Context: an optimization exercise on an open-source flow, tuned for small area and a short achievable clock period. The choices shown serve that exercise and are no tape-out recipe. RTL that was checked went through simulation tests only; none was proved equivalent to the original. For run 1, only the layout was checked, not whether the RTL still works.

## flow/design.v (module list and top-level ports; edited modules follow where they fit)
// module LDL_crc32_d8: 40 lines
// module LDL_crc32_dn: 27 lines
// module LDL_crc32_dn_check: 1316 lines
// module crc_lanes: 74 lines
// module crc_fn_inv: 3 lines
// module crc_fn_or3: 3 lines
// module crc_fn_nor3: 3 lines
// module crc_fn_and2: 3 lines
// module crc_fn_and3: 3 lines
// module crc_fn_and4: 3 lines
// module crc_fn_nor2: 3 lines
// module crc_fn_nand2: 3 lines
// module crc_fn_nand3: 3 lines
// module crc_fn_nand4: 3 lines
// module crc_fn_nor4: 3 lines
// module crc_fn_a22o: 3 lines
// module crc_fn_a2bb2o: 3 lines
// module crc_fn_take: 3 lines
// module crc_fn_ntake: 3 lines
// module crc_fn_hold: 3 lines
// module crc_fn_a21oi: 3 lines
// module crc_fn_o21ai: 3 lines
// module crc_fn_a31oi: 3 lines
// module crc_fn_a31o: 3 lines
// module crc_fn_a32oi: 3 lines
// module crc_fn_a32o: 3 lines
// module crc_nand2: 3 lines
// module crc_nor2: 3 lines
// module crc_xn2: 3 lines
// module crc_x2: 3 lines
module LDL_crc32_dn_check #(parameter NUM = 16)(
  input  [8*NUM -1:0]        data,  
  input  [$clog2(NUM) -1:0]  bnum,  
  input         valid,
  input         eof  ,
  output reg    err  ,
  input         rst_n,
  input         clk
);
  // ...
==> flow/flow/run.sh <==
#!/bin/bash
# Layout: the standard ORFS flow (standard.sh) with the standard synthesis, and these
# changes to how the rest of the layout is made:
#  - port buffers are sky130_fd_sc_hd__buf_1 cells (buffer_ports -buffer_cell) instead of
#    the delay-buffer cells buffer_ports picks by default;
#  - after synthesis, the delay cells (clkdlybuf4s*, dlygate*, dlymetal*) join the
#    platform's DONT_USE_CELLS, so placement and repair do not use them;
set -euo pipefail
bash standard.sh synth > make_synth.log 2>&1
export BUFFER_PORTS_ARGS="-buffer_cell sky130_fd_sc_hd__buf_1"
DU="sky130_fd_sc_hd__probe_p_8 sky130_fd_sc_hd__probec_p_8 sky130_fd_sc_hd__lpflow_bleeder_1 sky130_fd_sc_hd__lpflow_clkbufkapwr_1 sky130_fd_sc_hd__lpflow_clkbufkapwr_16 sky130_fd_sc_hd__lpflow_clkbufkapwr_2 sky130_fd_sc_hd__lpflow_clkbufkapwr_4 sky130_fd_sc_hd__lpflow_clkbufkapwr_8 sky130_fd_sc_hd__lpflow_clkinvkapwr_1 sky130_fd_sc_hd__lpflow_clkinvkapwr_16 sky130_fd_sc_hd__lpflow_clkinvkapwr_2 sky130_fd_sc_hd__lpflow_clkinvkapwr_4 sky130_fd_sc_hd__lpflow_clkinvkapwr_8 sky130_fd_sc_hd__lpflow_decapkapwr_12 sky130_fd_sc_hd__lpflow_decapkapwr_3 sky130_fd_sc_hd__lpflow_decapkapwr_4 sky130_fd_sc_hd__lpflow_decapkapwr_6 sky130_fd_sc_hd__lpflow_decapkapwr_8 sky130_fd_sc_hd__lpflow_inputiso0n_1 sky130_fd_sc_hd__lpflow_inputiso0p_1 sky130_fd_sc_hd__lpflow_inputiso1n_1 sky130_fd_sc_hd__lpflow_inputiso1p_1 sky130_fd_sc_hd__lpflow_inputisolatch_1 sky130_fd_sc_hd__lpflow_isobufsrc_1 sky130_fd_sc_hd__lpflow_isobufsrc_16 sky130_fd_sc_hd__lpflow_isobufsrc_2 sky130_fd_sc_hd__lpflow_isobufsrc_4 sky130_fd_sc_hd__lpflow_isobufsrc_8 sky130_fd_sc_hd__lpflow_isobufsrckapwr_16 sky130_fd_sc_hd__lpflow_lsbuf_lh_hl_isowell_tap_1 sky130_fd_sc_hd__lpflow_lsbuf_lh_hl_isowell_tap_2 sky130_fd_sc_hd__lpflow_lsbuf_lh_hl_isowell_tap_4 sky130_fd_sc_hd__lpflow_lsbuf_lh_isowell_4 sky130_fd_sc_hd__lpflow_lsbuf_lh_isowell_tap_1 sky130_fd_sc_hd__lpflow_lsbuf_lh_isowell_tap_2 sky130_fd_sc_hd__lpflow_lsbuf_lh_isowell_tap_4"
DU="$DU sky130_fd_sc_hd__clkdlybuf4s15_1 sky130_fd_sc_hd__clkdlybuf4s15_2 sky130_fd_sc_hd__clkdlybuf4s18_1 sky130_fd_sc_hd__clkdlybuf4s18_2 sky130_fd_sc_hd__clkdlybuf4s25_1 sky130_fd_sc_hd__clkdlybuf4s25_2 sky130_fd_sc_hd__clkdlybuf4s50_1 sky130_fd_sc_hd__clkdlybuf4s50_2 sky130_fd_sc_hd__dlygate4sd1_1 sky130_fd_sc_hd__dlygate4sd2_1 sky130_fd_sc_hd__dlygate4sd3_1 sky130_fd_sc_hd__dlymetal6s2s_1 sky130_fd_sc_hd__dlymetal6s4s_1 sky130_fd_sc_hd__dlymetal6s6s_1"
bash standard.sh "DONT_USE_CELLS=$DU" SETUP_SLACK_MARGIN=14 finish > make_finish.log 2>&1
==> flow/standard.sh <==
#!/bin/bash
# synth_recipe.tcl (not shown) runs the flow's synth.tcl, then flattens the netlist and writes it again
# the make line also repeats each setting of config.mk as NAME=value (left out here)
make -C /OpenROAD-flow-scripts/flow DESIGN_CONFIG=/design/flow/config.mk WORK_HOME=/design/flow/orfs CLKGATE_MAP_FILE= SYNTH_SCRIPT=/design/flow/synth_recipe.tcl "${@:-finish}"
==> flow/config.mk <==
export PLATFORM = sky130hd
export DESIGN_NAME = LDL_crc32_dn_check
export DESIGN_NICKNAME = LDL_crc32_dn_check
export VERILOG_FILES = /design/flow/design.v
export SDC_FILE = /design/flow/constraint.sdc
export NUM_CORES = 4
export LEC_CHECK = 0
export ABC_CLOCK_PERIOD_IN_PS = 1500
export CAP_MARGIN = 20
export CORE_MARGIN = 2
export CORE_UTILIZATION = 50
export CTS_BUF_LIST = sky130_fd_sc_hd__clkbuf_4 sky130_fd_sc_hd__clkbuf_8
export PLACE_DENSITY = 0.75
export SLEW_MARGIN = 20
export SYNTH_HIERARCHICAL = 1
export SYNTH_MINIMUM_KEEP_SIZE = 0
==> flow/constraint.sdc <==
create_clock -name core_clock -period 24.0 [get_ports {clk}]
set_input_delay 4.8000 -clock core_clock [delete_from_list [all_inputs] [get_ports {clk}]]
set_output_delay 4.8000 -clock core_clock [all_outputs]
set_load 0.01 [all_outputs]
==> impl_metrics.json, run 1 <==
{
  "firstDrtPassIters": 6,
  "buffers": 148,
  "finalNonFillerCells": 1576,
  "synth_xor_area_share_pct": 77.9,
  "path_depth": 14,
  "synth_top_family_by_area": "XOR/XNOR gates",
  "r2r_cells": 12,
  "cpPeakStageDelay_ps": 890,
  "yosys.area.top_type": "xor2_1",
  "hold_depth": 1,
  "tightest_slew_ps": 1110,
  "dominant_cells": "multi-input combinational cells",
  "cp-start-kind": "primary input",
  "ys.flop_type": "dfxtp_1",
  "grt_remaining_overflow": 0,
  "core_region_area_um2": 19500,
  "top_usage_layer": "met2",
  "nonClkBufAreaFrac_pct": 5.05,
  "vias_per_cell": 5.99,
  "n_clock_buffer": 6,
  "reg_top3": "r x32, err x1",
  "critPathLaunch": "bnum[1]",
  "die_h_um": 145,
  "clk_share_pct": 0.779,
  "tns_ps": 0,
  "synth_cell_types": 25,
  "seq_cells": 33,
  "synth_edf_count": 0,
  "hold_viol": 0,
  "status": "finished clean",
  "dp_hpwl_um": 44500,
  "cpLargestDelayFamily": "XOR/XNOR gates",
  "grt_pass1_vias": 8994,
  "synth_seq_cells": 33,
  "die_area_um2": 21000
}
==> module crc_lanes, before the edit <==
module crc_lanes (input eof, input [3:0] bnum, output [15:1] en, output [15:1] dis, output [15:1] disl);
wire [3:0] b = bnum;
wire e = eof;
wire nb3_0, nz_0, eb3_0;
crc_fn_inv   u_nb3_0 (.a(b[3]), .y(nb3_0));
crc_fn_or3   u_nz_0  (.a(b[2]), .b(b[1]), .c(b[0]), .y(nz_0));       
crc_fn_and2  u_eb3_0 (.a(e), .b(b[3]), .y(eb3_0));
wire nb3_1, nz_1, eb3_1;
crc_fn_inv   u_nb3_1 (.a(b[3]), .y(nb3_1));
crc_fn_or3   u_nz_1  (.a(b[2]), .b(b[1]), .c(b[0]), .y(nz_1));       
crc_fn_and2  u_eb3_1 (.a(e), .b(b[3]), .y(eb3_1));
wire nb3_2, nz_2, eb3_2;
crc_fn_inv   u_nb3_2 (.a(b[3]), .y(nb3_2));
crc_fn_or3   u_nz_2  (.a(b[2]), .b(b[1]), .c(b[0]), .y(nz_2));       
crc_fn_and2  u_eb3_2 (.a(e), .b(b[3]), .y(eb3_2));
wire nb3_3, nz_3, eb3_3;
crc_fn_inv   u_nb3_3 (.a(b[3]), .y(nb3_3));
crc_fn_or3   u_nz_3  (.a(b[2]), .b(b[1]), .c(b[0]), .y(nz_3));       
crc_fn_and2  u_eb3_3 (.a(e), .b(b[3]), .y(eb3_3));
wire [15:9] y;     
crc_fn_nor2  u_y9  (.a(b[2]), .b(b[1]), .y(y[9]));                
crc_fn_a21oi u_y10 (.a1(b[1]), .a2(b[0]), .b1(b[2]), .y(y[10]));  
crc_fn_inv   u_y11 (.a(b[2]), .y(y[11]));                         
crc_fn_o21ai u_y12 (.a1(b[1]), .a2(b[0]), .b1(b[2]), .y(y[12]));  
crc_fn_nand2 u_y13 (.a(b[2]), .b(b[1]), .y(y[13]));               
crc_fn_nand3 u_y14 (.a(b[2]), .b(b[1]), .c(b[0]), .y(y[14]));     
wire nzn;
crc_fn_nor3  u_y8  (.a(b[2]), .b(b[1]), .c(b[0]), .y(nzn));      
crc_fn_and4  u_dis1 (.a(e), .b(nb3_0), .c(nz_0), .d(y[9]), .y(dis[1]));
crc_fn_and4  u_disl1 (.a(e), .b(nb3_0), .c(nz_0), .d(y[9]), .y(disl[1]));
crc_fn_nand4 u_en1 (.a(e), .b(nb3_0), .c(nz_0), .d(y[9]), .y(en[1]));
crc_fn_and4  u_dis2 (.a(e), .b(nb3_0), .c(nz_0), .d(y[10]), .y(dis[2]));
crc_fn_and4  u_disl2 (.a(e), .b(nb3_0), .c(nz_0), .d(y[10]), .y(disl[2]));
crc_fn_nand4 u_en2 (.a(e), .b(nb3_0), .c(nz_0), .d(y[10]), .y(en[2]));
crc_fn_and4  u_dis3 (.a(e), .b(nb3_0), .c(nz_0), .d(y[11]), .y(dis[3]));
crc_fn_and4  u_disl3 (.a(e), .b(nb3_0), .c(nz_0), .d(y[11]), .y(disl[3]));
crc_fn_nand4 u_en3 (.a(e), .b(nb3_0), .c(nz_0), .d(y[11]), .y(en[3]));
crc_fn_and4  u_dis4 (.a(e), .b(nb3_0), .c(nz_0), .d(y[12]), .y(dis[4]));
crc_fn_and4  u_disl4 (.a(e), .b(nb3_0), .c(nz_0), .d(y[12]), .y(disl[4]));
crc_fn_nand4 u_en4 (.a(e), .b(nb3_0), .c(nz_0), .d(y[12]), .y(en[4]));
crc_fn_and4  u_dis5 (.a(e), .b(nb3_1), .c(nz_1), .d(y[13]), .y(dis[5]));
crc_fn_and4  u_disl5 (.a(e), .b(nb3_1), .c(nz_1), .d(y[13]), .y(disl[5]));
crc_fn_nand4 u_en5 (.a(e), .b(nb3_1), .c(nz_1), .d(y[13]), .y(en[5]));
crc_fn_and4  u_dis6 (.a(e), .b(nb3_1), .c(nz_1), .d(y[14]), .y(dis[6]));
crc_fn_and4  u_disl6 (.a(e), .b(nb3_1), .c(nz_1), .d(y[14]), .y(disl[6]));
crc_fn_nand4 u_en6 (.a(e), .b(nb3_1), .c(nz_1), .d(y[14]), .y(en[6]));
crc_fn_and3  u_dis7 (.a(e), .b(nb3_1), .c(nz_1), .y(dis[7]));
crc_fn_and3  u_disl7 (.a(e), .b(nb3_1), .c(nz_1), .y(disl[7]));
crc_fn_nand3 u_en7 (.a(e), .b(nb3_1), .c(nz_1), .y(en[7]));
crc_fn_a32o  u_dis8 (.a1(e), .a2(nb3_1), .a3(nz_1), .b1(eb3_1), .b2(nzn), .y(dis[8]));
crc_fn_a32o  u_disl8 (.a1(e), .a2(nb3_1), .a3(nz_1), .b1(eb3_1), .b2(nzn), .y(disl[8]));
crc_fn_a32oi u_en8 (.a1(e), .a2(nb3_1), .a3(nz_1), .b1(eb3_1), .b2(nzn), .y(en[8]));
crc_fn_a32o  u_dis9 (.a1(e), .a2(nb3_2), .a3(nz_2), .b1(eb3_2), .b2(y[9]), .y(dis[9]));
crc_fn_a32o  u_disl9 (.a1(e), .a2(nb3_2), .a3(nz_2), .b1(eb3_2), .b2(y[9]), .y(disl[9]));
crc_fn_a32oi u_en9 (.a1(e), .a2(nb3_2), .a3(nz_2), .b1(eb3_2), .b2(y[9]), .y(en[9]));
crc_fn_a32o  u_dis10 (.a1(e), .a2(nb3_2), .a3(nz_2), .b1(eb3_2), .b2(y[10]), .y(dis[10]));
crc_fn_a32o  u_disl10 (.a1(e), .a2(nb3_2), .a3(nz_2), .b1(eb3_2), .b2(y[10]), .y(disl[10]));
crc_fn_a32oi u_en10 (.a1(e), .a2(nb3_2), .a3(nz_2), .b1(eb3_2), .b2(y[10]), .y(en[10]));
crc_fn_a32o  u_dis11 (.a1(e), .a2(nb3_2), .a3(nz_2), .b1(eb3_2), .b2(y[11]), .y(dis[11]));
crc_fn_a32o  u_disl11 (.a1(e), .a2(nb3_2), .a3(nz_2), .b1(eb3_2), .b2(y[11]), .y(disl[11]));
crc_fn_a32oi u_en11 (.a1(e), .a2(nb3_2), .a3(nz_2), .b1(eb3_2), .b2(y[11]), .y(en[11]));
crc_fn_a32o  u_dis12 (.a1(e), .a2(nb3_2), .a3(nz_2), .b1(eb3_2), .b2(y[12]), .y(dis[12]));
crc_fn_a32o  u_disl12 (.a1(e), .a2(nb3_2), .a3(nz_2), .b1(eb3_2), .b2(y[12]), .y(disl[12]));
crc_fn_a32oi u_en12 (.a1(e), .a2(nb3_2), .a3(nz_2), .b1(eb3_2), .b2(y[12]), .y(en[12]));
crc_fn_a32o  u_dis13 (.a1(e), .a2(nb3_3), .a3(nz_3), .b1(eb3_3), .b2(y[13]), .y(dis[13]));
crc_fn_a32o  u_disl13 (.a1(e), .a2(nb3_3), .a3(nz_3), .b1(eb3_3), .b2(y[13]), .y(disl[13]));
crc_fn_a32oi u_en13 (.a1(e), .a2(nb3_3), .a3(nz_3), .b1(eb3_3), .b2(y[13]), .y(en[13]));
crc_fn_a32o  u_dis14 (.a1(e), .a2(nb3_3), .a3(nz_3), .b1(eb3_3), .b2(y[14]), .y(dis[14]));
crc_fn_a32o  u_disl14 (.a1(e), .a2(nb3_3), .a3(nz_3), .b1(eb3_3), .b2(y[14]), .y(disl[14]));
crc_fn_a32oi u_en14 (.a1(e), .a2(nb3_3), .a3(nz_3), .b1(eb3_3), .b2(y[14]), .y(en[14]));
crc_fn_a31o  u_dis15 (.a1(e), .a2(nb3_3), .a3(nz_3), .b1(eb3_3), .y(dis[15]));
crc_fn_a31o  u_disl15 (.a1(e), .a2(nb3_3), .a3(nz_3), .b1(eb3_3), .y(disl[15]));
crc_fn_a31oi u_en15 (.a1(e), .a2(nb3_3), .a3(nz_3), .b1(eb3_3), .y(en[15]));
endmodule
==> run 2: changes to the inputs <==
--- a/flow/design.v
+++ b/flow/design.v
@@ -71,18 +71,17 @@
   input         valid,
   input         eof  ,
   output reg    err  ,
   input         rst_n,
   input         clk
 );
 reg  [31:0] r;       
 wire [15:1] en, dis;
-wire [15:1] disl;
-crc_lanes u_lanes (.eof(eof), .bnum(bnum), .en(en), .dis(dis), .disl(disl));
+crc_lanes u_lanes (.eof(eof), .bnum(bnum), .en(en), .dis(dis));
 wire [993:0] t;
 assign t[0] = data[120] ^ r[0];
 assign t[1] = data[121] ^ r[1];
 assign t[2] = data[122] ^ r[2];
 assign t[3] = data[123] ^ r[3];
 assign t[4] = data[124] ^ r[4];
 assign t[5] = data[125] ^ r[5];
 assign t[6] = data[126] ^ r[6];
@@ -442,31 +441,31 @@
 crc_nor2 n125 (.a(data[5]), .b(dis[15]), .y(m125));
 assign t[125] = m125;
 wire m126;
 crc_nor2 n126 (.a(data[6]), .b(dis[15]), .y(m126));
 assign t[126] = m126;
 wire m127;
 crc_nor2 n127 (.a(data[7]), .b(dis[15]), .y(m127));
 assign t[127] = m127;
-assign t[128] = disl[1];
-assign t[129] = disl[2];
-assign t[130] = disl[3];
-assign t[131] = disl[4];
-assign t[132] = disl[5];
-assign t[133] = disl[6];
-assign t[134] = disl[7];
-assign t[135] = disl[8];
-assign t[136] = disl[9];
-assign t[137] = disl[10];
-assign t[138] = disl[11];
-assign t[139] = disl[12];
-assign t[140] = disl[13];
-assign t[141] = disl[14];
-assign t[142] = disl[15];
+assign t[128] = dis[1];
+assign t[129] = dis[2];
+assign t[130] = dis[3];
+assign t[131] = dis[4];
+assign t[132] = dis[5];
+assign t[133] = dis[6];
+assign t[134] = dis[7];
+assign t[135] = dis[8];
+assign t[136] = dis[9];
+assign t[137] = dis[10];
+assign t[138] = dis[11];
+assign t[139] = dis[12];
+assign t[140] = dis[13];
+assign t[141] = dis[14];
+assign t[142] = dis[15];
 crc_x2 g0 (.a(t[5]), .b(t[14]), .y(t[143]));
 crc_x2 g1 (.a(t[4]), .b(t[33]), .y(t[144]));
 crc_x2 g2 (.a(t[6]), .b(t[44]), .y(t[145]));
 crc_x2 g3 (.a(t[7]), .b(t[36]), .y(t[146]));
 crc_x2 g4 (.a(t[29]), .b(t[75]), .y(t[147]));
 crc_x2 g5 (.a(t[8]), .b(t[23]), .y(t[148]));
 crc_x2 g6 (.a(t[67]), .b(t[77]), .y(t[149]));
 crc_x2 g7 (.a(t[3]), .b(t[119]), .y(t[150]));
@@ -1376,113 +1375,97 @@
 crc_fn_nand3 u_vr (.a(valid), .b(eof), .c(rst_n), .y(nvr));
 wire err_d;
 crc_fn_a21oi u_err (.a1(h[0]), .a2(h[1]), .b1(nvr), .y(err_d));
 always @(posedge clk) begin
     r   <= r_d;
     err <= err_d;
 end
 endmodule
-module crc_lanes (input eof, input [3:0] bnum, output [15:1] en, output [15:1] dis, output [15:1] disl);
+module crc_lanes (input eof, input [3:0] bnum, output [15:1] en, output [15:1] dis);
 wire [3:0] b = bnum;
-wire e = eof;
-wire nb3_0, nz_0, eb3_0;
-crc_fn_inv   u_nb3_0 (.a(b[3]), .y(nb3_0));
-crc_fn_or3   u_nz_0  (.a(b[2]), .b(b[1]), .c(b[0]), .y(nz_0));       
-crc_fn_and2  u_eb3_0 (.a(e), .b(b[3]), .y(eb3_0));
-wire nb3_1, nz_1, eb3_1;
-crc_fn_inv   u_nb3_1 (.a(b[3]), .y(nb3_1));
-crc_fn_or3   u_nz_1  (.a(b[2]), .b(b[1]), .c(b[0]), .y(nz_1));       
-crc_fn_and2  u_eb3_1 (.a(e), .b(b[3]), .y(eb3_1));
-wire nb3_2, nz_2, eb3_2;
-crc_fn_inv   u_nb3_2 (.a(b[3]), .y(nb3_2));
-crc_fn_or3   u_nz_2  (.a(b[2]), .b(b[1]), .c(b[0]), .y(nz_2));       
-crc_fn_and2  u_eb3_2 (.a(e), .b(b[3]), .y(eb3_2));
-wire nb3_3, nz_3, eb3_3;
-crc_fn_inv   u_nb3_3 (.a(b[3]), .y(nb3_3));
-crc_fn_or3   u_nz_3  (.a(b[2]), .b(b[1]), .c(b[0]), .y(nz_3));       
-crc_fn_and2  u_eb3_3 (.a(e), .b(b[3]), .y(eb3_3));
-wire [15:9] y;     
-crc_fn_nor2  u_y9  (.a(b[2]), .b(b[1]), .y(y[9]));                
-crc_fn_a21oi u_y10 (.a1(b[1]), .a2(b[0]), .b1(b[2]), .y(y[10]));  
-crc_fn_inv   u_y11 (.a(b[2]), .y(y[11]));                         
-crc_fn_o21ai u_y12 (.a1(b[1]), .a2(b[0]), .b1(b[2]), .y(y[12]));  
-crc_fn_nand2 u_y13 (.a(b[2]), .b(b[1]), .y(y[13]));               
-crc_fn_nand3 u_y14 (.a(b[2]), .b(b[1]), .c(b[0]), .y(y[14]));     
-wire nzn;
-crc_fn_nor3  u_y8  (.a(b[2]), .b(b[1]), .c(b[0]), .y(nzn));      
-crc_fn_and4  u_dis1 (.a(e), .b(nb3_0), .c(nz_0), .d(y[9]), .y(dis[1]));
-crc_fn_and4  u_disl1 (.a(e), .b(nb3_0), .c(nz_0), .d(y[9]), .y(disl[1]));
-crc_fn_nand4 u_en1 (.a(e), .b(nb3_0), .c(nz_0), .d(y[9]), .y(en[1]));
-crc_fn_and4  u_dis2 (.a(e), .b(nb3_0), .c(nz_0), .d(y[10]), .y(dis[2]));
-crc_fn_and4  u_disl2 (.a(e), .b(nb3_0), .c(nz_0), .d(y[10]), .y(disl[2]));
-crc_fn_nand4 u_en2 (.a(e), .b(nb3_0), .c(nz_0), .d(y[10]), .y(en[2]));
-crc_fn_and4  u_dis3 (.a(e), .b(nb3_0), .c(nz_0), .d(y[11]), .y(dis[3]));
-crc_fn_and4  u_disl3 (.a(e), .b(nb3_0), .c(nz_0), .d(y[11]), .y(disl[3]));
-crc_fn_nand4 u_en3 (.a(e), .b(nb3_0), .c(nz_0), .d(y[11]), .y(en[3]));
-crc_fn_and4  u_dis4 (.a(e), .b(nb3_0), .c(nz_0), .d(y[12]), .y(dis[4]));
-crc_fn_and4  u_disl4 (.a(e), .b(nb3_0), .c(nz_0), .d(y[12]), .y(disl[4]));
-crc_fn_nand4 u_en4 (.a(e), .b(nb3_0), .c(nz_0), .d(y[12]), .y(en[4]));
-crc_fn_and4  u_dis5 (.a(e), .b(nb3_1), .c(nz_1), .d(y[13]), .y(dis[5]));
-crc_fn_and4  u_disl5 (.a(e), .b(nb3_1), .c(nz_1), .d(y[13]), .y(disl[5]));
-crc_fn_nand4 u_en5 (.a(e), .b(nb3_1), .c(nz_1), .d(y[13]), .y(en[5]));
-crc_fn_and4  u_dis6 (.a(e), .b(nb3_1), .c(nz_1), .d(y[14]), .y(dis[6]));
-crc_fn_and4  u_disl6 (.a(e), .b(nb3_1), .c(nz_1), .d(y[14]), .y(disl[6]));
-crc_fn_nand4 u_en6 (.a(e), .b(nb3_1), .c(nz_1), .d(y[14]), .y(en[6]));
-crc_fn_and3  u_dis7 (.a(e), .b(nb3_1), .c(nz_1), .y(dis[7]));
-crc_fn_and3  u_disl7 (.a(e), .b(nb3_1), .c(nz_1), .y(disl[7]));
-crc_fn_nand3 u_en7 (.a(e), .b(nb3_1), .c(nz_1), .y(en[7]));
-crc_fn_a32o  u_dis8 (.a1(e), .a2(nb3_1), .a3(nz_1), .b1(eb3_1), .b2(nzn), .y(dis[8]));
-crc_fn_a32o  u_disl8 (.a1(e), .a2(nb3_1), .a3(nz_1), .b1(eb3_1), .b2(nzn), .y(disl[8]));
-crc_fn_a32oi u_en8 (.a1(e), .a2(nb3_1), .a3(nz_1), .b1(eb3_1), .b2(nzn), .y(en[8]));
-crc_fn_a32o  u_dis9 (.a1(e), .a2(nb3_2), .a3(nz_2), .b1(eb3_2), .b2(y[9]), .y(dis[9]));
-crc_fn_a32o  u_disl9 (.a1(e), .a2(nb3_2), .a3(nz_2), .b1(eb3_2), .b2(y[9]), .y(disl[9]));
-crc_fn_a32oi u_en9 (.a1(e), .a2(nb3_2), .a3(nz_2), .b1(eb3_2), .b2(y[9]), .y(en[9]));
-crc_fn_a32o  u_dis10 (.a1(e), .a2(nb3_2), .a3(nz_2), .b1(eb3_2), .b2(y[10]), .y(dis[10]));
-crc_fn_a32o  u_disl10 (.a1(e), .a2(nb3_2), .a3(nz_2), .b1(eb3_2), .b2(y[10]), .y(disl[10]));
-crc_fn_a32oi u_en10 (.a1(e), .a2(nb3_2), .a3(nz_2), .b1(eb3_2), .b2(y[10]), .y(en[10]));
-crc_fn_a32o  u_dis11 (.a1(e), .a2(nb3_2), .a3(nz_2), .b1(eb3_2), .b2(y[11]), .y(dis[11]));
-crc_fn_a32o  u_disl11 (.a1(e), .a2(nb3_2), .a3(nz_2), .b1(eb3_2), .b2(y[11]), .y(disl[11]));
-crc_fn_a32oi u_en11 (.a1(e), .a2(nb3_2), .a3(nz_2), .b1(eb3_2), .b2(y[11]), .y(en[11]));
-crc_fn_a32o  u_dis12 (.a1(e), .a2(nb3_2), .a3(nz_2), .b1(eb3_2), .b2(y[12]), .y(dis[12]));
-crc_fn_a32o  u_disl12 (.a1(e), .a2(nb3_2), .a3(nz_2), .b1(eb3_2), .b2(y[12]), .y(disl[12]));
-crc_fn_a32oi u_en12 (.a1(e), .a2(nb3_2), .a3(nz_2), .b1(eb3_2), .b2(y[12]), .y(en[12]));
-crc_fn_a32o  u_dis13 (.a1(e), .a2(nb3_3), .a3(nz_3), .b1(eb3_3), .b2(y[13]), .y(dis[13]));
-crc_fn_a32o  u_disl13 (.a1(e), .a2(nb3_3), .a3(nz_3), .b1(eb3_3), .b2(y[13]), .y(disl[13]));
-crc_fn_a32oi u_en13 (.a1(e), .a2(nb3_3), .a3(nz_3), .b1(eb3_3), .b2(y[13]), .y(en[13]));
-crc_fn_a32o  u_dis14 (.a1(e), .a2(nb3_3), .a3(nz_3), .b1(eb3_3), .b2(y[14]), .y(dis[14]));
-crc_fn_a32o  u_disl14 (.a1(e), .a2(nb3_3), .a3(nz_3), .b1(eb3_3), .b2(y[14]), .y(disl[14]));
-crc_fn_a32oi u_en14 (.a1(e), .a2(nb3_3), .a3(nz_3), .b1(eb3_3), .b2(y[14]), .y(en[14]));
-crc_fn_a31o  u_dis15 (.a1(e), .a2(nb3_3), .a3(nz_3), .b1(eb3_3), .y(dis[15]));
-crc_fn_a31o  u_disl15 (.a1(e), .a2(nb3_3), .a3(nz_3), .b1(eb3_3), .y(disl[15]));
-crc_fn_a31oi u_en15 (.a1(e), .a2(nb3_3), .a3(nz_3), .b1(eb3_3), .y(en[15]));
+wire q, p, nb3, w10, w21, w210, x10;
+crc_fn_q  u_q  (.b(b), .e(eof), .y(q));           
+crc_fn_p  u_p  (.b(b), .e(eof), .y(p));           
+crc_fn_or2 u_w10 (.a(b[1]), .b(b[0]), .y(w10));
+crc_fn_or2 u_w21 (.a(b[2]), .b(b[1]), .y(w21));
+crc_fn_or3 u_w210 (.a(b[2]), .b(b[1]), .c(b[0]), .y(w210));
+crc_fn_a21o u_x10 (.a1(b[1]), .a2(b[0]), .b1(b[2]), .y(x10));
+crc_fn_nor3  u_d1  (.a(p), .b(b[2]), .c(b[1]), .y(dis[1]));
+crc_fn_a211oi u_d2 (.a1(b[1]), .a2(b[0]), .b1(b[2]), .c1(p), .y(dis[2]));
+crc_fn_nor2  u_d3  (.a(p), .b(b[2]), .y(dis[3]));
+crc_fn_a21oi u_d4  (.a1(b[2]), .a2(w10), .b1(p), .y(dis[4]));
+crc_fn_a21oi u_d5  (.a1(b[2]), .a2(b[1]), .b1(p), .y(dis[5]));
+crc_fn_a31oi u_d6  (.a1(b[2]), .a2(b[1]), .a3(b[0]), .b1(p), .y(dis[6]));
+crc_fn_d7    u_d7  (.b(b), .e(eof), .y(dis[7]));   
+crc_fn_a21oi u_d8  (.a1(b[3]), .a2(w210), .b1(q), .y(dis[8]));
+crc_fn_a21oi u_d9  (.a1(b[3]), .a2(w21), .b1(q), .y(dis[9]));
+crc_fn_a21oi u_d10 (.a1(b[3]), .a2(x10), .b1(q), .y(dis[10]));
+crc_fn_a21oi u_d11 (.a1(b[3]), .a2(b[2]), .b1(q), .y(dis[11]));
+crc_fn_a31oi u_d12 (.a1(b[3]), .a2(b[2]), .a3(w10), .b1(q), .y(dis[12]));
+crc_fn_a31oi u_d13 (.a1(b[3]), .a2(b[2]), .a3(b[1]), .b1(q), .y(dis[13]));
+crc_fn_a41oi u_d14 (.a1(b[3]), .a2(b[2]), .a3(b[1]), .a4(b[0]), .b1(q), .y(dis[14]));
+crc_fn_d15   u_d15 (.b(b), .e(eof), .y(dis[15]));  
+crc_fn_inv u_e1 (.a(dis[1]), .y(en[1]));
+crc_fn_inv u_e2 (.a(dis[2]), .y(en[2]));
+crc_fn_inv u_e3 (.a(dis[3]), .y(en[3]));
+crc_fn_inv u_e4 (.a(dis[4]), .y(en[4]));
+crc_fn_inv u_e5 (.a(dis[5]), .y(en[5]));
+crc_fn_inv u_e6 (.a(dis[6]), .y(en[6]));
+crc_fn_inv u_e7 (.a(dis[7]), .y(en[7]));
+crc_fn_inv u_e8 (.a(dis[8]), .y(en[8]));
+crc_fn_inv u_e9 (.a(dis[9]), .y(en[9]));
+crc_fn_inv u_e10 (.a(dis[10]), .y(en[10]));
+crc_fn_inv u_e11 (.a(dis[11]), .y(en[11]));
+crc_fn_inv u_e12 (.a(dis[12]), .y(en[12]));
+crc_fn_inv u_e13 (.a(dis[13]), .y(en[13]));
+crc_fn_inv u_e14 (.a(dis[14]), .y(en[14]));
+crc_fn_inv u_e15 (.a(dis[15]), .y(en[15]));
+endmodule
+module crc_fn_q (input [3:0] b, input e, output y);
+assign y = ~(e & (b[3] | b[2] | b[1] | b[0]));
+endmodule
+module crc_fn_p (input [3:0] b, input e, output y);
+assign y = ~(e & ~b[3] & (b[2] | b[1] | b[0]));
 endmodule
-module crc_fn_inv (input a, output y);
-assign y = ~a;
+module crc_fn_d7 (input [3:0] b, input e, output y);
+assign y = e & ~b[3] & (b[2] | b[1] | b[0]);
+endmodule
+module crc_fn_d15 (input [3:0] b, input e, output y);
+assign y = e & (b[3] | b[2] | b[1] | b[0]);
+endmodule
+module crc_fn_or2 (input a, input b, output y);
+assign y = a | b;
 endmodule
 module crc_fn_or3 (input a, input b, input c, output y);
 assign y = a | b | c;
 endmodule
+module crc_fn_nor2 (input a, input b, output y);
+assign y = ~(a | b);
+endmodule
 module crc_fn_nor3 (input a, input b, input c, output y);
 assign y = ~(a | b | c);
 endmodule
-module crc_fn_and2 (input a, input b, output y);
-assign y = a & b;
+module crc_fn_a21o (input a1, input a2, input b1, output y);
+assign y = (a1 & a2) | b1;
 endmodule
-module crc_fn_and3 (input a, input b, input c, output y);
-assign y = a & b & c;
+module crc_fn_a21oi (input a1, input a2, input b1, output y);
+assign y = ~((a1 & a2) | b1);
 endmodule
-module crc_fn_and4 (input a, input b, input c, input d, output y);
-assign y = a & b & c & d;
+module crc_fn_a31oi (input a1, input a2, input a3, input b1, output y);
+assign y = ~((a1 & a2 & a3) | b1);
 endmodule
-module crc_fn_nor2 (input a, input b, output y);
-assign y = ~(a | b);
+module crc_fn_a41oi (input a1, input a2, input a3, input a4, input b1, output y);
+assign y = ~((a1 & a2 & a3 & a4) | b1);
 endmodule
-module crc_fn_nand2 (input a, input b, output y);
-assign y = ~(a & b);
+module crc_fn_a211oi (input a1, input a2, input b1, input c1, output y);
+assign y = ~((a1 & a2) | b1 | c1);
+endmodule
+module crc_fn_inv (input a, output y);
+assign y = ~a;
 endmodule
 module crc_fn_nand3 (input a, input b, input c, output y);
 assign y = ~(a & b & c);
 endmodule
 module crc_fn_nand4 (input a, input b, input c, input d, output y);
 assign y = ~(a & b & c & d);
 endmodule
 module crc_fn_nor4 (input a, input b, input c, input d, output y);
@@ -1498,34 +1481,16 @@
 assign y = v & ~e & rn;
 endmodule
 module crc_fn_ntake (input v, input e, input rn, output y);
 assign y = ~(v & ~e & rn);
 endmodule
 module crc_fn_hold (input v, input rn, output y);
 assign y = ~v & rn;
 endmodule
-module crc_fn_a21oi (input a1, input a2, input b1, output y);
-assign y = ~((a1 & a2) | b1);
-endmodule
-module crc_fn_o21ai (input a1, input a2, input b1, output y);
-assign y = ~((a1 | a2) & b1);
-endmodule
-module crc_fn_a31oi (input a1, input a2, input a3, input b1, output y);
-assign y = ~((a1 & a2 & a3) | b1);
-endmodule
-module crc_fn_a31o (input a1, input a2, input a3, input b1, output y);
-assign y = (a1 & a2 & a3) | b1;
-endmodule
-module crc_fn_a32oi (input a1, input a2, input a3, input b1, input b2, output y);
-assign y = ~((a1 & a2 & a3) | (b1 & b2));
-endmodule
-module crc_fn_a32o (input a1, input a2, input a3, input b1, input b2, output y);
-assign y = (a1 & a2 & a3) | (b1 & b2);
-endmodule
 module crc_nand2 (input a, input b, output y);
 assign y = ~(a & b);
 endmodule
 module crc_nor2 (input a, input b, output y);
 assign y = ~(a | b);
 endmodule
 module crc_xn2 (input a, input b, output y);
 assign y = ~(a ^ b);
==> run 2 against run 1 <==
Net effect:
- still clean
- clock-buffer cell count unchanged
- non-clock buffer count up 15
- worst hold slack better by 1.2 ps
- critical path type unchanged
- critical endpoint unchanged
==> impl_metrics.json, run 2 <==
{
  "status": "finished clean",
  "core_region_area_um2": 18900,
  "synthArstFlopShare_pct": 0,
  "die_area_um2": 20600,
  "min_period_ps": 9990,
  "place_congestion": 1.17,
  "hold_viol": 0,
  "root_buffer": "clkbuf_8",
  "syn_area_um2": 9710,
  "antenna_found_initial": 0,
  "synth_top_cells_by_count": "844 x xor2_1, 67 x nor2_1, 54 x nand2_1, 39 x xnor2_1, 33 x dfxtp_1",
  "post_cts_buffers": 0,
  "cts_buffer_depth": 2,
  "start_util_pct": 51.4,
  "worst_ep_required_time_ps": 24180,
  "cts_num_sinks": 33,
  "worst_clock_skew_ps": 6.72,
  "rows": 50,
  "syn_nets": 1266,
  "drt_drc_violations_left": 0,
  "synth_warnings": 7,
  "die_w_um": 143,
  "finalSetupViolations": 0,
  "clkTransAtPathRegs_ps": 80,
  "synth_cell_types": 26,
  "setup.worst_path.end_class": "register",
  "vias_per_cell": 5.68,
  "drt_iter0_drc": 1033,
  "final_common_cell": "xor2_1",
  "slew_viol_final": 0,
  "fin_crit_sh_pct": 41.6,
  "crit_type": "primary input to register",
  "fin_util_pct": 57.4,
  "firstDrtPassIters": 5,
  "cp-start-kind": "primary input",
  "vias": 8873,
  "antenna_left": 0,
  "drive_above_1_share_pct": 4.92,
  "synth_edf_count": 0,
  "crit_fanout": 11,
  "holdWs_ps": 492,
  "postSynthCellCount": 1130,
  "yosys-top-cells-area": "xor2_1 76%, dfxtp_1 6.8%, xnor2_1 3.5%",
  "dp_hpwl_um": 43400,
  "tightest_slew_ps": 1090,
  "grt_start_max_net_pins": 18,
  "reg_top3": "r x32, err x1",
  "die_h_um": 143,
  "htree_num_levels": 2,
  "max_cap_violations": 0,
  "rsz0062_at_grt": "false",
  "synth.most_common_cell": "xor2_1",
  "grt_pass1_vias": 8880,
  "io_pins": 137,
  "area_growth_pct": 11.6,
  "wire_per_inst_um": 31.5,
  "fmax_ghz": 0.100,
  "hold_class": "register to register",
  "ys.flop_type": "dfxtp_1",
  "yosysTopAreaCellShare_pct": 76.1,
  "yosys.area.top_type": "xor2_1",
  "clock_latency_ps": 290,
  "regMostFlops": "r",
  "cp_slowest_cell": "xnor2_1",
  "cts_buffers": 5,
  "totalWireLength_um": 49200,
  "cpPeakStageDelay_ps": 790,
  "nets": 1436,
  "layout_common_cells": "840 x xor2_1, 154 x buf_1, 66 x nor2_1, 54 x nand2_1, 36 x xnor2_1",
  "grt_remaining_overflow": 0,
  "relSlewSlack_pct": 27.0,
  "ys_seq_area_share_pct": 6.80,
  "largest_reg_flops": 32,
  "io_buffer_count": 136,
  "cp.arrival_ps": 10170,
  "synth_seq_cells": 33,
  "crit_chain": "clkbuf_2 > inv_1 > o311ai_4 > nor3_4 > nor2_1 > xnor2_1 > xor2_1 > xor2_1 > xor2_1 > xor2_1 > xor2_1 > xor2_1 > nand4_1 > nor4_2 > a21oi_2",
  "tns_ps": 0,
  "tritoncts": "done",
  "crit_top_cell": "xor2_1",
  "grt_pass1_wl_um": 65900,
  "diodes": 0,
  "grt.total_usage_pct": 47.3,
  "syn_area_per_cell_um2": 8.60
}
-- run 2: repair_timing --
action                     4_1_cts  5_1_grt
gates resized for setup         16        4
hold buffers                     0        0
pin swaps                        0        0
setup endpoints to repair        4        1
-- run 2: final cells by class --
| cell class | count | area, um2 |
|---|---|---|
| fillers | 1833 | 8050 |
| well taps | 260 | 325 |
| flip-flops and latches | 33 | 661 |
| clock buffers | 6 | 76.3 |
| repair buffers | 163 | 623 |
| clock inverters | 2 | 10.0 |
| inverters | 16 | 60.1 |
| multi-input cells | 1081 | 9090 |
-- run 2: per-module statistics from Yosys, one instance, submodules excluded, a selection --
module / cells / cell area [um2]
crc_fn_d7: 2 / 22.5
crc_fn_a2bb2o: 1 / 15.0
crc_fn_a211oi: 1 / 12.5
crc_fn_nor3: 1 / 10.0
crc_fn_a22o: 1 / 8.76
crc_fn_a21oi: 1 / 8.76
crc_fn_ntake: 1 / 7.51
crc_fn_or3: 1 / 6.26
crc_fn_a31oi: 1 / 6.26
crc_fn_or2: 1 / 6.26
crc_fn_inv: 1 / 3.75
crc_fn_nor2: 1 / 3.75
crc_nand2: 1 / 3.75
crc_nor2: 1 / 3.75
-- run 2: layer usage --
layer | track usage (%) | share of wire, % | wire length [um] | vias to the layer above
met4 | 38.9 | 10 | 5030 | 0
met2 | 70.0 | 41 | 20000 | 692
met5 | 0 | 0 | 0 | -
li1 | - | - | - | 3867
met3 | 10.0 | 10 | 4910 | 223
met1 | 58.7 | 39 | 19300 | 4091
-- run 2: cell families after synthesis --
family                 count (synthesis)  synth area share [%]
AND/OR/NAND/NOR                      150                  7.27
XOR/XNOR                             883                  79.6
buffers and inverters                 16                 0.618
AO/OA/AOI/OAI                         48                  5.69
flip-flops                            33                  6.80
-- run 2: path summary, 6_finish.rpt --
kind / start / endpoint / slack, ps / cells past startpoint
max: bnum[3] / err / 14010 / 15
min: r[29] / r[29] / 490 / 1
max reg2reg: r[7] / err / 18870 / 12
min reg2reg: r[29] / r[29] / 490 / 1
-- run 2: critical path: cells and delay by family --
family / cells / cell delay, ps
and+or+nand+nor: 4 / 1190
AOI/OAI and AO/OA: 2 / 280
buffers and inverters: 2 / 420
xor gates and xnor gates: 7 / 3460
-- run 2: stage by stage --
stage | instances | cell area (um2) | setup slack, ps
after floorplan | 1130 | 9710 | 15270
after global placement | 1553 | 10700 | 13080
after detailed placement | 1553 | 10700 | 13150
after CTS | 1561 | 10800 | 14080
after global routing | 1561 | 10800 | 14030
final | 1561 | 10800 | 14010
==> run 3: changes to the inputs <==
--- a/flow/flow/run.sh
+++ b/flow/flow/run.sh
@@ -11,3 +11,3 @@
 DU="sky130_fd_sc_hd__probe_p_8 sky130_fd_sc_hd__probec_p_8 sky130_fd_sc_hd__lpflow_bleeder_1 sky130_fd_sc_hd__lpflow_clkbufkapwr_1 sky130_fd_sc_hd__lpflow_clkbufkapwr_16 sky130_fd_sc_hd__lpflow_clkbufkapwr_2 sky130_fd_sc_hd__lpflow_clkbufkapwr_4 sky130_fd_sc_hd__lpflow_clkbufkapwr_8 sky130_fd_sc_hd__lpflow_clkinvkapwr_1 sky130_fd_sc_hd__lpflow_clkinvkapwr_16 sky130_fd_sc_hd__lpflow_clkinvkapwr_2 sky130_fd_sc_hd__lpflow_clkinvkapwr_4 sky130_fd_sc_hd__lpflow_clkinvkapwr_8 sky130_fd_sc_hd__lpflow_decapkapwr_12 sky130_fd_sc_hd__lpflow_decapkapwr_3 sky130_fd_sc_hd__lpflow_decapkapwr_4 sky130_fd_sc_hd__lpflow_decapkapwr_6 sky130_fd_sc_hd__lpflow_decapkapwr_8 sky130_fd_sc_hd__lpflow_inputiso0n_1 sky130_fd_sc_hd__lpflow_inputiso0p_1 sky130_fd_sc_hd__lpflow_inputiso1n_1 sky130_fd_sc_hd__lpflow_inputiso1p_1 sky130_fd_sc_hd__lpflow_inputisolatch_1 sky130_fd_sc_hd__lpflow_isobufsrc_1 sky130_fd_sc_hd__lpflow_isobufsrc_16 sky130_fd_sc_hd__lpflow_isobufsrc_2 sky130_fd_sc_hd__lpflow_isobufsrc_4 sky130_fd_sc_hd__lpflow_isobufsrc_8 sky130_fd_sc_hd__lpflow_isobufsrckapwr_16 sky130_fd_sc_hd__lpflow_lsbuf_lh_hl_isowell_tap_1 sky130_fd_sc_hd__lpflow_lsbuf_lh_hl_isowell_tap_2 sky130_fd_sc_hd__lpflow_lsbuf_lh_hl_isowell_tap_4 sky130_fd_sc_hd__lpflow_lsbuf_lh_isowell_4 sky130_fd_sc_hd__lpflow_lsbuf_lh_isowell_tap_1 sky130_fd_sc_hd__lpflow_lsbuf_lh_isowell_tap_2 sky130_fd_sc_hd__lpflow_lsbuf_lh_isowell_tap_4"
 DU="$DU sky130_fd_sc_hd__clkdlybuf4s15_1 sky130_fd_sc_hd__clkdlybuf4s15_2 sky130_fd_sc_hd__clkdlybuf4s18_1 sky130_fd_sc_hd__clkdlybuf4s18_2 sky130_fd_sc_hd__clkdlybuf4s25_1 sky130_fd_sc_hd__clkdlybuf4s25_2 sky130_fd_sc_hd__clkdlybuf4s50_1 sky130_fd_sc_hd__clkdlybuf4s50_2 sky130_fd_sc_hd__dlygate4sd1_1 sky130_fd_sc_hd__dlygate4sd2_1 sky130_fd_sc_hd__dlygate4sd3_1 sky130_fd_sc_hd__dlymetal6s2s_1 sky130_fd_sc_hd__dlymetal6s4s_1 sky130_fd_sc_hd__dlymetal6s6s_1"
-bash standard.sh "DONT_USE_CELLS=$DU" SETUP_SLACK_MARGIN=14 finish > make_finish.log 2>&1
+bash standard.sh "DONT_USE_CELLS=$DU" SETUP_SLACK_MARGIN=14.5 finish > make_finish.log 2>&1
--- a/flow/config.mk
+++ b/flow/config.mk
@@ -11,4 +11,5 @@
 export CORE_UTILIZATION = 50
 export CTS_BUF_LIST = sky130_fd_sc_hd__clkbuf_4 sky130_fd_sc_hd__clkbuf_8
+export GPL_ROUTABILITY_DRIVEN = 0
 export PLACE_DENSITY = 0.75
 export SLEW_MARGIN = 20
==> run 3 against run 2 <==
Net effect:
- maximum frequency is 4.2% higher
- critical path type unchanged
- global-route usage is 6.5 points lower
- still clean
- non-clock buffer count is the same
- utilization grew 2.8 points
- highest routed layer unchanged
- clock skew decreased by 2.5 ps
- first-iteration DRC count increased by 34%
- clock-buffer cell count is 1 higher
==> impl_metrics.json, run 3 <==
{
  "cp-start-kind": "primary input",
  "synth_edf_count": 0,
  "clock_latency_ps": 290,
  "root_buffer": "clkbuf_8",
  "drt_drc_violations_left": 0,
  "cts_buffer_depth": 2,
  "cpLargestDelayFamily": "XOR/XNOR gates",
  "r2r-start": "r[7]",
  "grt_pass1_vias": 8880,
  "syn_area_um2": 9710,
  "r2r_cells": 12,
  "crit_chain": "buf_2 > o311ai_4 > buf_4 > a31oi_1 > clkbuf_2 > inv_1 > nand2_1 > xor2_1 > xor2_1 > xor2_1 > xor2_1 > xor2_1 > xor2_1 > xor2_1 > xor2_1 > nand4_1 > nor4_2 > a21oi_2",
  "totalWireLength_um": 43800,
  "die_w_um": 143,
  "worst_clock_skew_ps": 4.26,
  "largest_reg_flops": 32,
  "diodes": 0,
  "dr.max_layer_used": "met4",
  "drt_iter0_drc": 1381,
  "fmax_ghz": 0.104,
  "cp.arrival_ps": 9750,
  "slew_viol_final": 0,
  "antenna_left": 0,
  "met3_length_um": 7340,
  "stdcell_area_um2": 11400,
  "place_area_um2": 10600,
  "dr_wl_met2_um": 16700,
  "cp_slowest_cell": "xor2_1",
  "dp_hpwl_um": 35900,
  "tritoncts": "done",
  "reg_top3": "r x32, err x1",
  "grt_remaining_overflow": 0,
  "tightest_slew_ps": 1110,
  "synth_seq_cells": 33,
  "crit_fanout": 13,
  "drive_above_1_share_pct": 9.85,
  "vias": 9325,
  "synthArstFlopShare_pct": 0,
  "area_growth_pct": 17.1,
  "status": "finished clean",
  "io_buffer_count": 136,
  "fin_crit_sh_pct": 39.9,
  "die_area_um2": 20600,
  "finalSetupViolations": 0,
  "crit_top_cell": "xor2_1",
  "synth_top_cells_by_count": "844 x xor2_1, 67 x nor2_1, 54 x nand2_1, 39 x xnor2_1, 33 x dfxtp_1",
  "min_period_ps": 9590,
  "yosys-top-cells-area": "xor2_1 76%, dfxtp_1 6.8%, xnor2_1 3.5%",
  "worstHoldStart": "r[0]",
  "syn_nets": 1266,
  "finalNonFillerCells": 1560,
  "rows": 50,
  "ys_seq_area_share_pct": 6.80,
  "max_cap_violations": 0,
  "synth.most_common_cell": "xor2_1",
  "firstDrtPassIters": 7,
  "cpPeakStageDelay_ps": 490,
  "worst_ep_required_time_ps": 24170,
  "crit_type": "primary input to register",
  "layout_common_cells": "799 x xor2_1, 145 x buf_1, 60 x nor2_1, 53 x nand2_1, 41 x xor2_2",
  "regMostFlops": "r",
  "antenna_found_initial": 0,
  "ys.flop_type": "dfxtp_1",
  "synth_warnings": 7,
  "setup.worst_path.end_class": "register",
  "vias_per_cell": 5.98,
  "crit_path_end": "err",
  "synth_cell_types": 26,
  "clkTransAtPathRegs_ps": 60,
  "holdWs_ps": 489,
  "cts_num_sinks": 33,
  "hold_class": "register to register",
  "final_common_cell": "xor2_1",
  "postSynthCellCount": 1130,
  "placed_cells": 1537,
  "wire_per_inst_um": 28.0,
  "die_h_um": 143,
  "rsz0062_at_grt": "false",
  "core_region_area_um2": 18900,
  "route.layer.met1.wl_um": 15100,
  "relSlewSlack_pct": 25.8,
  "htree_num_levels": 2,
  "hold_viol": 0,
  "cts_buffers": 5,
  "start_util_pct": 51.4,
  "nets": 1436,
  "grt.total_usage_pct": 40.8,
  "grt_pass1_wl_um": 58800,
  "rr_endpoint": "err",
  "yosys.area.top_type": "xor2_1",
  "critPathLaunch": "eof",
  "reg2reg_slack_ps": 19050,
  "yosysTopAreaCellShare_pct": 76.1,
  "io_pins": 137,
  "tns_ps": 0,
  "crit_buf_inv": 4,
  "path_depth": 18,
  "grt_start_max_net_pins": 18,
  "syn_area_per_cell_um2": 8.60
}
-- run 3: changes by cell type in the layout (fill, tap and decap cells not counted), sizes merged --
cell / change
clkinv: -2
buf: +1
-- run 3: kinds of logic after synthesis --
group                  Yosys count  synth area share, %
buffers and inverters           16                0.618
AO/OA/AOI/OAI                   48                 5.69
XOR/XNOR                       883                 79.6
flip-flops                      33                 6.80
AND/OR/NAND/NOR                150                 7.27
-- run 3: metal layers --
metal / up-vias / global-route usage (%)
met5: - / 0
met4: 0 / 33.1
met3: 319 / 17.4
met2: 958 / 55.7
met1: 4225 / 49.4
li1: 3823 / -
-- run 3: stage by stage --
step	worst slack [ps]	util (%)
after global placement	13140	56.1
after global routing	14420	60.2
after detailed placement	13380	56.1
after floorplan	15270	-
final	14410	60.2
after CTS	14520	57.6
-- run 3: per-module statistics from Yosys, one instance, submodules excluded, a selection --
module | flops+latches | cells
crc_fn_a21oi | 0 | 1
crc_fn_a31oi | 0 | 1
crc_fn_d15 | 0 | 1
crc_fn_inv | 0 | 1
crc_fn_nand3 | 0 | 1
crc_fn_nand4 | 0 | 1
crc_fn_nor2 | 0 | 1
crc_fn_ntake | 0 | 1
crc_fn_or3 | 0 | 1
crc_fn_p | 0 | 2
crc_fn_q | 0 | 1
crc_nand2 | 0 | 1
crc_nor2 | 0 | 1
crc_x2 | 0 | 1
-- run 3: worst min-delay path by stage --
| stage | slack [ps] | end | cells past startpoint |
|---|---|---|---|
| final | 490 | r[0] | 1 |
| after global routing | 500 | r[0] | 1 |
| after CTS | 490 | r[1] | 1 |
| after detailed placement | 480 | r[1] | 1 |
| after global placement | 470 | r[20] | 1 |
| after floorplan | 460 | r[2] | 1 |
-- run 3: repair_timing --
action | CTS | global route
hold buffers | 0 | 0
pin swaps | 1 | 5
setup buffers | 2 | 14
endpoints found under the setup margin | 21 | 3
resized for setup | 30 | 54
-- run 3: area by class of cell --
type                    count  area (um2)
clock buffers               7        90.1
fillers                  1644        7520
inverters                  16        60.1
multi-input cells        1081        9570
flip-flops and latches     33         661
well taps                 260         325
repair buffers            163         664
==> run 4: changes to the inputs <==
--- a/flow/flow/run.sh
+++ b/flow/flow/run.sh
@@ -11,3 +11,3 @@
 DU="sky130_fd_sc_hd__probe_p_8 sky130_fd_sc_hd__probec_p_8 sky130_fd_sc_hd__lpflow_bleeder_1 sky130_fd_sc_hd__lpflow_clkbufkapwr_1 sky130_fd_sc_hd__lpflow_clkbufkapwr_16 sky130_fd_sc_hd__lpflow_clkbufkapwr_2 sky130_fd_sc_hd__lpflow_clkbufkapwr_4 sky130_fd_sc_hd__lpflow_clkbufkapwr_8 sky130_fd_sc_hd__lpflow_clkinvkapwr_1 sky130_fd_sc_hd__lpflow_clkinvkapwr_16 sky130_fd_sc_hd__lpflow_clkinvkapwr_2 sky130_fd_sc_hd__lpflow_clkinvkapwr_4 sky130_fd_sc_hd__lpflow_clkinvkapwr_8 sky130_fd_sc_hd__lpflow_decapkapwr_12 sky130_fd_sc_hd__lpflow_decapkapwr_3 sky130_fd_sc_hd__lpflow_decapkapwr_4 sky130_fd_sc_hd__lpflow_decapkapwr_6 sky130_fd_sc_hd__lpflow_decapkapwr_8 sky130_fd_sc_hd__lpflow_inputiso0n_1 sky130_fd_sc_hd__lpflow_inputiso0p_1 sky130_fd_sc_hd__lpflow_inputiso1n_1 sky130_fd_sc_hd__lpflow_inputiso1p_1 sky130_fd_sc_hd__lpflow_inputisolatch_1 sky130_fd_sc_hd__lpflow_isobufsrc_1 sky130_fd_sc_hd__lpflow_isobufsrc_16 sky130_fd_sc_hd__lpflow_isobufsrc_2 sky130_fd_sc_hd__lpflow_isobufsrc_4 sky130_fd_sc_hd__lpflow_isobufsrc_8 sky130_fd_sc_hd__lpflow_isobufsrckapwr_16 sky130_fd_sc_hd__lpflow_lsbuf_lh_hl_isowell_tap_1 sky130_fd_sc_hd__lpflow_lsbuf_lh_hl_isowell_tap_2 sky130_fd_sc_hd__lpflow_lsbuf_lh_hl_isowell_tap_4 sky130_fd_sc_hd__lpflow_lsbuf_lh_isowell_4 sky130_fd_sc_hd__lpflow_lsbuf_lh_isowell_tap_1 sky130_fd_sc_hd__lpflow_lsbuf_lh_isowell_tap_2 sky130_fd_sc_hd__lpflow_lsbuf_lh_isowell_tap_4"
 DU="$DU sky130_fd_sc_hd__clkdlybuf4s15_1 sky130_fd_sc_hd__clkdlybuf4s15_2 sky130_fd_sc_hd__clkdlybuf4s18_1 sky130_fd_sc_hd__clkdlybuf4s18_2 sky130_fd_sc_hd__clkdlybuf4s25_1 sky130_fd_sc_hd__clkdlybuf4s25_2 sky130_fd_sc_hd__clkdlybuf4s50_1 sky130_fd_sc_hd__clkdlybuf4s50_2 sky130_fd_sc_hd__dlygate4sd1_1 sky130_fd_sc_hd__dlygate4sd2_1 sky130_fd_sc_hd__dlygate4sd3_1 sky130_fd_sc_hd__dlymetal6s2s_1 sky130_fd_sc_hd__dlymetal6s4s_1 sky130_fd_sc_hd__dlymetal6s6s_1"
-bash standard.sh "DONT_USE_CELLS=$DU" SETUP_SLACK_MARGIN=14.5 finish > make_finish.log 2>&1
+bash standard.sh "DONT_USE_CELLS=$DU" SETUP_SLACK_MARGIN=13.5 finish > make_finish.log 2>&1
==> run 4 against run 3 <==
Net effect:
- still clean on timing, DRC and antenna
- sequential share of layout area is 0.35 points higher
- cell count is 1.0% lower
- die area stayed put
- critical path type unchanged
- worst setup slack worse by 800 ps
- clock-buffer cell count stayed put
- clock skew is 0.78 ps higher
==> impl_metrics.json, run 4 <==
{
  "syn_area_um2": 9710,
  "synth_warnings": 7,
  "yosys-top-cells-area": "xor2_1 76%, dfxtp_1 6.8%, xnor2_1 3.5%",
  "placed_cells": 1537,
  "hold_buffers": 0,
  "diodes": 0,
  "ys.flop_type": "dfxtp_1",
  "rr_endpoint": "err",
  "cts_buffers": 5,
  "fin_crit_sh_pct": 43.3,
  "rows": 50,
  "clkTransAtPathRegs_ps": 60,
  "largest_reg_flops": 32,
  "start_util_pct": 51.4,
  "drt_drc_violations_left": 0,
  "rsz0062_at_grt": "false",
  "worst_ep_required_time_ps": 24170,
  "grt_pass1_wl_um": 58100,
  "tns_ps": 0,
  "grt_start_max_net_pins": 18,
  "worst_clock_skew_ps": 5.04,
  "antenna_left": 0,
  "io_buffer_count": 136,
  "crit_fanout": 11,
  "post_cts_buffers": 0,
  "finalSetupViolations": 0,
  "reg_top3": "r x32, err x1",
  "nets": 1420,
  "layout_common_cells": "842 x xor2_1, 144 x buf_1, 67 x nor2_1, 54 x nand2_1, 37 x xnor2_1",
  "r2r-start": "r[7]",
  "die_area_um2": 20600,
  "relSlewSlack_pct": 25.1,
  "synth_top_cells_by_count": "844 x xor2_1, 67 x nor2_1, 54 x nand2_1, 39 x xnor2_1, 33 x dfxtp_1",
  "tightest_slew_ps": 1120,
  "grt_pass1_vias": 8792,
  "vias_per_cell": 5.84,
  "htree_num_levels": 2,
  "setup.worst_path.end_class": "register",
  "clock_latency_ps": 290,
  "fmax_ghz": 0.0963,
  "drive_above_1_share_pct": 4.13,
  "die_w_um": 143,
  "firstDrtPassIters": 6,
  "hold_end": "r[0]",
  "hold_viol": 0,
  "io_pins": 137,
  "worstHoldStart": "r[0]",
  "synth_edf_count": 0,
  "cts-resized-gates": 0,
  "yosys.area.top_type": "xor2_1",
  "dp_hpwl_um": 35900,
  "drt_iter0_drc": 1316,
  "cpLargestDelayFamily": "XOR/XNOR gates",
  "final_common_cell": "xor2_1",
  "status": "finished clean",
  "cts_num_sinks": 33,
  "hold_depth": 1,
  "ys_seq_area_share_pct": 6.80,
  "grt.total_usage_pct": 40.2,
  "area_growth_pct": 10.4,
  "vias": 9024,
  "reg2reg_slack_ps": 18900,
  "crit_buf_inv": 1,
  "antenna_found_initial": 0,
  "syn_area_per_cell_um2": 8.60,
  "cts_buffer_depth": 2,
  "grt_remaining_overflow": 0,
  "totalWireLength_um": 42100,
  "finalNonFillerCells": 1544,
  "tritoncts": "done",
  "slew_viol_final": 0,
  "cp-start-kind": "primary input",
  "yosysTopAreaCellShare_pct": 76.1,
  "syn_nets": 1266,
  "regMostFlops": "r",
  "core_region_area_um2": 18900,
  "crit_top_cell": "xor2_1",
  "cp.arrival_ps": 10550,
  "synthArstFlopShare_pct": 0,
  "cp_slowest_cell": "o41ai_2",
  "hold_class": "register to register",
  "max_cap_violations": 0,
  "synth_cell_types": 26,
  "root_buffer": "clkbuf_8",
  "wire_per_inst_um": 27.3,
  "cpPeakStageDelay_ps": 940,
  "crit_type": "primary input to register",
  "min_period_ps": 10390,
  "synth.most_common_cell": "xor2_1",
  "synth_seq_cells": 33,
  "crit_chain": "buf_1 > o41ai_2 > a31oi_2 > nor2_1 > xor2_1 > xor2_1 > xor2_1 > xor2_1 > xor2_1 > xor2_1 > xor2_1 > xor2_1 > nand4_1 > nor4_2 > a21oi_2",
  "postSynthCellCount": 1130,
  "r2r_cells": 12,
  "die_h_um": 143
}
[run 4: cell counts after synthesis]
No cell type changed its count.
[run 4: kinds of logic after synthesis]
group,share of synthesized area (%)
XOR/XNOR,79.6
AND/OR/NAND/NOR,7.27
AO/OA/AOI/OAI,5.69
flip-flops,6.80
buffers and inverters,0.618
[run 4: layer usage]
metal  up-vias  track usage, %  part of all wire (%)  wire length, um
met2       847            56.0                    39            16200
met1      4079            48.9                    36            15200
met4         0            30.8                   9.5             3980
met5         -               0                     0                0
li1       3826               -                     -                -
met3       272            16.1                    16             6630
[run 4: final cells by class]
cell class                 instances  area [um2]
clock buffer                       7        90.1
sequential                        33         661
tap                              260         325
multi-input combinational       1081        9030
fill                            1741        8170
timing repair buffer             147         556
inverter                          16        60.1
[run 4: worst max path at each step]
stage             from  end  depth (start not counted)
6_report       bnum[3]  err                         15
5_1_grt        bnum[3]  err                         15
4_1_cts            eof  err                         16
3_5_place_dp       eof  err                         16
3_3_place_gp       eof  err                         16
2_1_floorplan  bnum[2]  err                         14
[run 4: Yosys stat by module (local to each module, per instance), a selection]
module              flops+latches  cells inside  times used
LDL_crc32_dn_check             33            65           1
crc_fn_a211oi                   0             1           1
crc_fn_a21o                     0             1           1
crc_fn_a21oi                    0             1           7
crc_fn_a22o                     0             1          14
crc_fn_d7                       0             2           1
crc_fn_nand3                    0             1           1
crc_fn_nand4                    0             1           8
crc_fn_nor2                     0             1           1
crc_fn_nor3                     0             1           1
crc_fn_nor4                     0             1           2
crc_fn_q                        0             1           1
crc_nor2                        0             1          66
crc_xn2                         0             1          15
[run 4: through the flow]
| stage | hold slack [ps] | setup slack, ps | instance area, um2 | utilization, % |
|---|---|---|---|---|
| 2_1_floorplan | 460 | 15270 | 9710 | - |
| 3_3_place_gp | 474 | 13140 | 10600 | 56.1 |
| 3_5_place_dp | 476 | 13380 | 10600 | 56.1 |
| 4_1_cts | 488 | 13680 | 10700 | 56.6 |
| 5_1_grt | 501 | 13550 | 10700 | 56.7 |
| 6_report | 490 | 13610 | 10700 | 56.7 |

[static timing again, ports no longer ideal]
The results above use ideal ports. As a check the final layouts listed here were re-extracted and re-timed, cells and wires unchanged. Step 1 assumes that a clkbuf_16 drives the clock port and a buf_2 every other input. Step 2, shift: input delay + t, output delay - t, t = (earliest + latest rising clock arrival at the registers) / 2. This alone moves slack from input paths to output paths. a / b / c = no drivers / after step 1 / after step 2; a / b = the first two.
| run | shift t [ns] | setup WS [ns] | worst slew at a driven data input, ns |
|---|---|---|---|
| run 1 | 0.318 | 13.945 / 13.952 / 13.634 | 0.04 |
| run 2 | 0.318 | 14.011 / 14.013 / 13.696 | 0.05 |
| run 3 | 0.312 | 14.413 / 14.418 / 14.106 | 0.04 |
| run 4 | 0.310 | 13.613 / 13.615 / 13.305 | 0.04 |
After both steps every run listed still meets setup and hold. The setup slack of run 2, which loses most, moves by +0.002 ns with the drivers and by -0.315 ns with both steps.
